Context: an optimization exercise on an open-source flow, tuned for small area, a short achievable clock period and few clock cycles per item. The choices shown serve that exercise and are no tape-out recipe.
The RTL was checked by simulation tests, not by an equivalence proof against the original design.
Power and IR drop assume default switching activity.

==> design.v <==
module cordic_sin_cos(
    input       wire        clk,
    input       wire        rst_n,
    input       wire        clk_vld,
    input       wire        soft_rst,
    input       wire        trig,
    output      reg         vld,
    input       wire  [9:0] a,
    output      reg  signed [12:0]  cosa3_latch,
    output      reg  signed [12:0]  sina3_latch
);
reg                     [3:0]               cnt;
reg                                         vld_pre;
reg                     [8:0]               a2;
reg         signed      [16:0]              tmp1;
reg         signed      [16:0]              tmp2;
reg         signed      [15:0]              ar;
reg                     [13:0]              tt; 
reg         signed      [16:0]              cosa;
reg         signed      [16:0]              sina;
wire        signed      [13:0]              cosa_tmp;
wire        signed      [13:0]              sina_tmp;
wire        signed      [12:0]              cosa2;
wire        signed      [12:0]              sina2;
reg         signed      [12:0]              cosa3;
reg         signed      [12:0]              sina3;
always @ (posedge clk or negedge rst_n)
begin
    if (!rst_n)
        cnt <= 4'd0;
    else if (soft_rst)
        cnt <= 4'd0;
    else if (clk_vld)
        begin
            if (trig)
                cnt <= 4'd1;
            else if ((cnt > 4'd0) & (cnt < 4'd14))
                cnt <= cnt + 4'd1;
            else 
                cnt <= 4'd0;
        end
end
always @ (posedge clk or negedge rst_n)
begin
   if (!rst_n)
        vld_pre <= 1'b0;
    else if (soft_rst)
        vld_pre <= 1'b0;
    else if (clk_vld)
        vld_pre <= (cnt == 4'd14);
end
always @ (posedge clk or negedge rst_n)
begin
    if (!rst_n)
        vld <= 1'b0;
    else if (soft_rst)
        vld <= 1'b0;
    else if (clk_vld)
        vld <= vld_pre;
end
always @ (posedge clk or negedge rst_n)
begin
    if (!rst_n)
    begin
        cosa3_latch <= {1'b0,1'b1,11'd0};
        sina3_latch <= 13'd0;
    end
    else if (soft_rst)
    begin
        cosa3_latch <= {1'b0,1'b1,11'd0};
        sina3_latch <= 13'd0;  
    end
    else if (clk_vld & vld_pre)
    begin
        cosa3_latch <= cosa3;
        sina3_latch <= sina3;
    end
end
always @ (*)
begin
    if (a < 10'd256)
        a2 = a;
    else if ((a >= 10'd256) & (a < 10'd512))
        a2 = 11'd512 - a;
    else if ((a >= 10'd512) & (a < 10'd768))
        a2 = a - 11'd512;
    else
        a2 = 11'd1024 - a;
end
always @ (*)
begin
    case (cnt)
            4'd1 : 
            begin
                tmp1 = sina;
                tmp2 = cosa;
            end
            4'd2 :
            begin
                tmp1 = sina >>> 1;
                tmp2 = cosa >>> 1;
            end
            4'd3 :
            begin
                tmp1 = sina >>> 2;
                tmp2 = cosa >>> 2;
            end
            4'd4 :
            begin
                tmp1 = sina >>> 3;
                tmp2 = cosa >>> 3;
            end
            4'd5 :
            begin
                tmp1 = sina >>> 4;
                tmp2 = cosa >>> 4;
            end
            4'd6 :
            begin
                tmp1 = sina >>> 5;
                tmp2 = cosa >>> 5;
            end
            4'd7 :
            begin
                tmp1 = sina >>> 6;
                tmp2 = cosa >>> 6;
            end
            4'd8 :
            begin
                tmp1 = sina >>> 7;
                tmp2 = cosa >>> 7;
            end
            4'd9 :
            begin
                tmp1 = sina >>> 8;
                tmp2 = cosa >>> 8;
            end
            4'd10 :
            begin
                tmp1 = sina >>> 9;
                tmp2 = cosa >>> 9;
            end
            4'd11 :
            begin
                tmp1 = sina >>> 10;
                tmp2 = cosa >>> 10;
            end
            4'd12 :
            begin
                tmp1 = sina >>> 11;
                tmp2 = cosa >>> 11;
            end
            4'd13 :
            begin
                tmp1 = sina >>> 12;
                tmp2 = cosa >>> 12;
            end
            4'd14 :
            begin
                tmp1 = sina >>> 13;
                tmp2 = cosa >>> 13;
            end
            default :
            begin
                tmp1 = 17'd0;
                tmp2 = 17'd0;
            end
    endcase
end
always @ (posedge clk or negedge rst_n)
begin
    if (!rst_n)
        begin
            cosa <= 17'd19898;
            sina <= 17'd0;
        end
    else if (soft_rst)
        begin
            cosa <= 17'd19898;
            sina <= 17'd0;
        end
    else if (clk_vld)
        begin
            if (cnt == 4'd0)
            begin
                cosa <= 17'd19898;
                sina <= 17'd0;
            end
            else 
            begin
                if (ar >= 0)
                begin
                    cosa <= cosa - tmp1;
                    sina <= sina + tmp2;
                end
                else 
                begin
                    cosa <= cosa + tmp1;
                    sina <= sina - tmp2;
                end
            end
        end
end
always @ (posedge clk or negedge rst_n)
begin
    if (!rst_n)
        ar <= 16'd0;
    else if (soft_rst)
        ar <= 16'd0;
    else if (clk_vld)
        begin
            if (cnt == 4'd0)
                ar <= {1'b0,a2,6'd0};
            else 
            begin
                if (ar >= 0)
                    ar <= ar - signed'({1'b0,tt});
                else 
                    ar <= ar + signed'({1'b0,tt});
            end
        end
end
always @ (*)
begin
    case (cnt)
            4'd0 : tt = 14'd0;
            4'd1 : tt = 14'd8192;
            4'd2 : tt = 14'd4836;
            4'd3 : tt = 14'd2555;
            4'd4 : tt = 14'd1297;
            4'd5 : tt = 14'd651;
            4'd6 : tt = 14'd326;
            4'd7 : tt = 14'd163;
            4'd8 : tt = 14'd81;
            4'd9 : tt = 14'd41;
            4'd10 : tt = 14'd20;
            4'd11 : tt = 14'd10;
            4'd12 : tt = 14'd5;
            4'd13 : tt = 14'd3;
            4'd14 : tt = 14'd1;
            default : tt = 14'd0;
    endcase
end 
assign cosa_tmp = (cosa >>> 3) + signed'(14'd1);
assign sina_tmp = (sina >>> 3) + signed'(14'd1);
assign cosa2 = cosa_tmp >>> 1;
assign sina2 = sina_tmp >>> 1;
always @ (*)
begin
    if (a < 10'd256)
        begin
            cosa3 = cosa2;
            sina3 = sina2;
        end
    else if ((a >= 10'd256) & (a < 10'd512))
        begin
            cosa3 = -cosa2;
            sina3 = sina2;
        end
    else if ((a >= 10'd512) & (a < 10'd768))
        begin
            cosa3 = -cosa2;
            sina3 = -sina2;
        end
    else 
        begin
            cosa3 = cosa2;
            sina3 = -sina2;
        end 
end
endmodule 
==> run.sh <==
#!/bin/bash
# synth_recipe.tcl (not shown) runs the flow's synth.tcl, then flattens the netlist and writes it again
# the make line also repeats each setting of config.mk as NAME=value (left out here)
make -C /OpenROAD-flow-scripts/flow DESIGN_CONFIG=/design/flow/config.mk WORK_HOME=/design/flow/orfs CLKGATE_MAP_FILE= SYNTH_SCRIPT=/design/flow/synth_recipe.tcl finish
==> config.mk <==
export PLATFORM = sky130hd
export DESIGN_NAME = cordic_sin_cos
export DESIGN_NICKNAME = cordic_sin_cos
export VERILOG_FILES = /design/flow/design.v
export SDC_FILE = /design/flow/constraint.sdc
export NUM_CORES = 4
export LEC_CHECK = 0
export CAP_MARGIN = 20
export CORE_MARGIN = 2
export CORE_UTILIZATION = 30
export SLEW_MARGIN = 20
==> constraint.sdc <==
create_clock -name core_clock -period 5.5 [get_ports {clk}]
set_input_delay 1.1000 -clock core_clock [delete_from_list [all_inputs] [get_ports {clk}]]
set_output_delay 1.1000 -clock core_clock [all_outputs]
set_load 0.01 [all_outputs]
==> key figures <==
Logic synthesis
  – Mapped cell area: 9820 um2
  – Synth Instances: 1263
  – Number of enable flip-flop cells after synthesis: 0
  – Distinct cell type count of the synthesized netlist: 84
  – Mean cell area of the mapped netlist: 7.78 um2
  – Nets in the synthesized netlist: around 1300
  – Most common cell in the synthesized netlist: sky130_fd_sc_hd__nand2_1
  – Ys Warns: 1
  – Post-synthesis sequential element count: 82
  – Share of synthesized area occupied by flip-flops and latches: 21.0%
  – Cell types with the largest area share after synthesis: sky130_fd_sc_hd__dfrtp_1 (18%), sky130_fd_sc_hd__ha_1 (8.0%), sky130_fd_sc_hd__xnor2_1 (6.0%)
  – Synth Flop Type: sky130_fd_sc_hd__dfrtp_1
  – Most numerous cell types in the synthesized netlist: sky130_fd_sc_hd__nand2_1 (132), sky130_fd_sc_hd__a21oi_1 (85), sky130_fd_sc_hd__nor2_1 (85), sky130_fd_sc_hd__o21ai_0 (84)
  – Share of flip-flops with an asynchronous set or reset after synthesis: 100%
  – Area share of the largest cell type after synthesis: 18.3%
  – Post-synthesis cell type with the largest combined area: sky130_fd_sc_hd__dfrtp_1

Critical path
  – Largest incremental delay on the critical path: 0.48 ns
  – Timing startpoint of the critical path: cnt[1]
  – Register-to-register path setup slack: 0.46 ns
  – CP max stage cell: sky130_fd_sc_hd__dfrtp_2
  – Worst-path fanout max: 21
  – CP bufs+invs: 4
  – Endpoint required time on the critical path: approximately 5.7 ns
  – Instance count on the critical path: 21
  – Critical Path AT: 5.28 ns
  – Critical Setup Path Class: reg -> reg
  – Crit path to: cosa[15]
  – Kind of cell adding the most delay to the critical path: compound AO/OA/AOI/OAI gates
  – RR Startpoint: cnt[1]
  – Critical path startpoint category: register
  – Nature of the critical path endpoint: register
  – Critical path cell sequence: inv_1 > ha_2 > buf_4 > buf_4 > a22oi_1 > nand3_1 > a21oi_1 > a21oi_1 > inv_1 > ha_1 > mux2i_1 > ha_1 > nor2b_1 > o21ai_0 > a21boi_0 > nor4_2 > o2111ai_1 > nand3_1 > a41oi_1 > or3_1 > a32o_1
  – Destination of the worst register-to-register timing path: cosa[15]
  – R2r worst-path depth: 21

Drt
  – Via count: approximately 10000
  – Number of design rule violations left after detail routing: 0
  – Detailed-router iteration count before antenna repair: 7
  – Total wire length after detailed routing: ~33000 um
  – DRT antenna net count: 0
  – Post-detailed-route via-to-cell ratio: 5.72
  – Drt wl/cell: 19.4 um
  – Iteration-0 DRC Markers: 760

GRT
  – Met1 Track Usage GR: between 20% and 30%
  – Total routing resource utilization after global routing: between 10% and 20%
  – Most congested layer reported by global routing: met2
  – Initial antenna violation count: 0
  – Global-route wire length before repair: 52400 um
  – Via count of the first global-routing pass: 9477
  – Grt total ovfl: 0
  – Largest net degree at the start of global routing: 57
  – Met2 global-route usage: 31.7%
  – Met3 demand-to-capacity share in global routing: 3.76%

Timing
  – Number of pins exceeding their max-slew limit in the final report: 0
  – Count of final setup violators: 0
  – Worst slew margin: a little under two fifths
  – Tcrit/Tclk final: 91.6%
  – Setup Skew: 0.0120 ns
  – Crit path setup slack, layout: 0.461 ns
  – Accumulated negative setup slack: 0 ns
  – Clock period minus final worst setup slack: 5.04 ns
  – Number of endpoints with negative hold slack in the final report: 0
  – Worst-Margin Slew: between 0.9 and 1 ns
  – Timing-limited maximum frequency: between 0.15 and 0.2 GHz
  – RSZ-0062 raised after global routing: no

Clock tree
  – Clock buffers created by TritonCTS: 9
  – CTS sink cnt: 82
  – Clock-pin slew of the registers on the worst-case setup and hold paths: 0.07 ns
  – Number of buffers on the longest clock path: 2
  – Number of buffers added to fix hold violations after cts: 0
  – CTS HTree Levels: 3
  – Latest clock arrival within the worst-skew pair: between 0.3 and 0.4 ns
  – TritonCTS clock tree: built
  – CTS root buf: sky130_fd_sc_hd__clkbuf_16

Power
  – Leak: 0.00440 uW
  – Power Density: approximately 150 nW/um2
  – Maximum VDD drop: 0.000148 V

Floorplan
  – Initial Utilization: 30.3%
  – Std-Cell Rows: 66
  – Core region area: 32400 um2
  – Die X-Extent: 185 um
  – Count of pins on the block boundary: 42
  – Die Span Y: 185 um
  – Die ar.: 34200 um2

Final layout
  – FILL cells: 3450
  – NumNets Final: 1348
  – Multi-input logic area: 7160 um2
  – Area used by sequential logic in the layout: about 2100 um2
  – Share of final-layout standard cells stronger than drive strength 1: 9.98%
  – Final core utilization: 34.2%
  – Final standard cell area without fillers: 11100 um2
  – Post-synthesis to final-layout area growth: 12.7%
  – Total inserted antenna cells: 0

Hold path
  – Type of the tightest min-delay check: reg -> reg

Placed design
  – Worst slack after detailed placement: 0.318 ns
  – Port Buffer Count: 41
  – Placed wire-length estimate: 24100 um
  – Placed instance area: about 11000 um2
  – Placer congestion estimate: 0.957

Job
  – Maximum Capacitance Violations: 0

Run status
  – Status: timing/DRC/antenna clean
==> report_power, final <==
part	leakage, uW	internal, uW	switching, uW
sequential	0.00110	613	18.8
combinational	0.00316	172	250
clock	0.000141	359	294
==> how the worst min path moves through the flow <==
stage	from	endpoint	slack, ns	depth (start not counted)
floorplan	ar[3]	ar[3]	0.46	2
global placement	ar[3]	ar[3]	0.47	2
detailed placement	ar[3]	ar[3]	0.48	2
CTS	ar[3]	ar[3]	0.49	2
global route	cosa3_latch[3]	cosa3_latch[3]	0.51	1
finish	vld	vld	0.49	1
==> placed cells by master, fill, tap and decap left out, types with 33 or more instances in the layout <==
cell and instances:
sky130_fd_sc_hd__a21oi_1 84, sky130_fd_sc_hd__a22oi_1 39, sky130_fd_sc_hd__buf_4 55, sky130_fd_sc_hd__clkdlybuf4s50_1 40
sky130_fd_sc_hd__dfrtp_1 69, sky130_fd_sc_hd__ha_1 60, sky130_fd_sc_hd__inv_1 33, sky130_fd_sc_hd__nand2_1 132
sky130_fd_sc_hd__nand3_1 41, sky130_fd_sc_hd__nor2_1 83, sky130_fd_sc_hd__o21ai_0 83, sky130_fd_sc_hd__xnor2_1 66
sky130_fd_sc_hd__xor2_1 57
==> metrics by stage <==
stage	total power [uW]	hold slack (ns)	instances
final	1710	0.488	1714
after floorplan	939	0.455	1263
after detailed placement	1060	0.478	1697
after global routing	1800	0.509	1714
after global placement	1050	0.470	1697
after CTS	1720	0.494	1713
==> sequential cells by signal (all words and copies together), names as in the netlist <==
signal and cells:
cosa 17, sina 17, ar 16, cosa3_latch 13
sina3_latch 13, cnt 4, vld 1, vld_pre 1
==> cell type report <==
type,count,area share (%)
multi-input cells,1041,64.7
clock inverters,6,0.667
well taps,442,4.99
repair buffers,97,7.71
flip-flops and latches,82,18.7
inverters,36,1.22
clock buffers,10,2.07
==> logic make-up (layout without fill, tap and decap cells) <==
kind of cell / after synthesis / in the layout / share of synthesized area (%)
xor gates and xnor gates: 125 / 125 / 11.3
AOI/OAI and AO/OA: 412 / 412 / 28.6
DFF: 82 / 82 / 21.0
adders and majority gates: 66 / 66 / 8.63
and+or+nand+nor: 405 / 405 / 20.3
buffers and inverters: 140 / 149 / 6.67
muxes: 33 / 33 / 3.48
==> what timing repair did <==
action / in CTS / in global routing
gates resized for setup: 0 / 8
setup endpoints to repair: 0 / 6
setup buffers: 0 / 1
==> metal layers <==
layer,up-vias,routed length (um)
met5,-,0
met4,0,1350
met3,81,2450
met2,412,15000
met1,4667,14600
li1,4644,-
Testbench counts, summed over its fixed seeds: cycles 51,200, items 3,200.

==> what the ideal ports hide <==
Ports are ideal in the flow. The routed layout listed here was re-timed in OpenROAD. Step 1 sets driving cells, clkbuf_16 on the clock port and buf_2 on the other inputs (assumed; they add their load-dependent delay and slew). Step 2 moves the port delays by t, midway between the first and last clock arrival at a register: inputs arrive t later, outputs are due t later. That takes back most of the time a late clock gives input paths. Slacks: ideal / step 1 / step 2; pairs: ideal / step 1.
t (ns): 0.399
slack for setup (ns): 0.461 / 0.461 / 0.461
pins driven straight from the clock port: 1
After both steps this run still meets setup and hold. For this run, drivers alone change the setup slack by 0.000 ns; drivers and shift together by 0.000 ns.
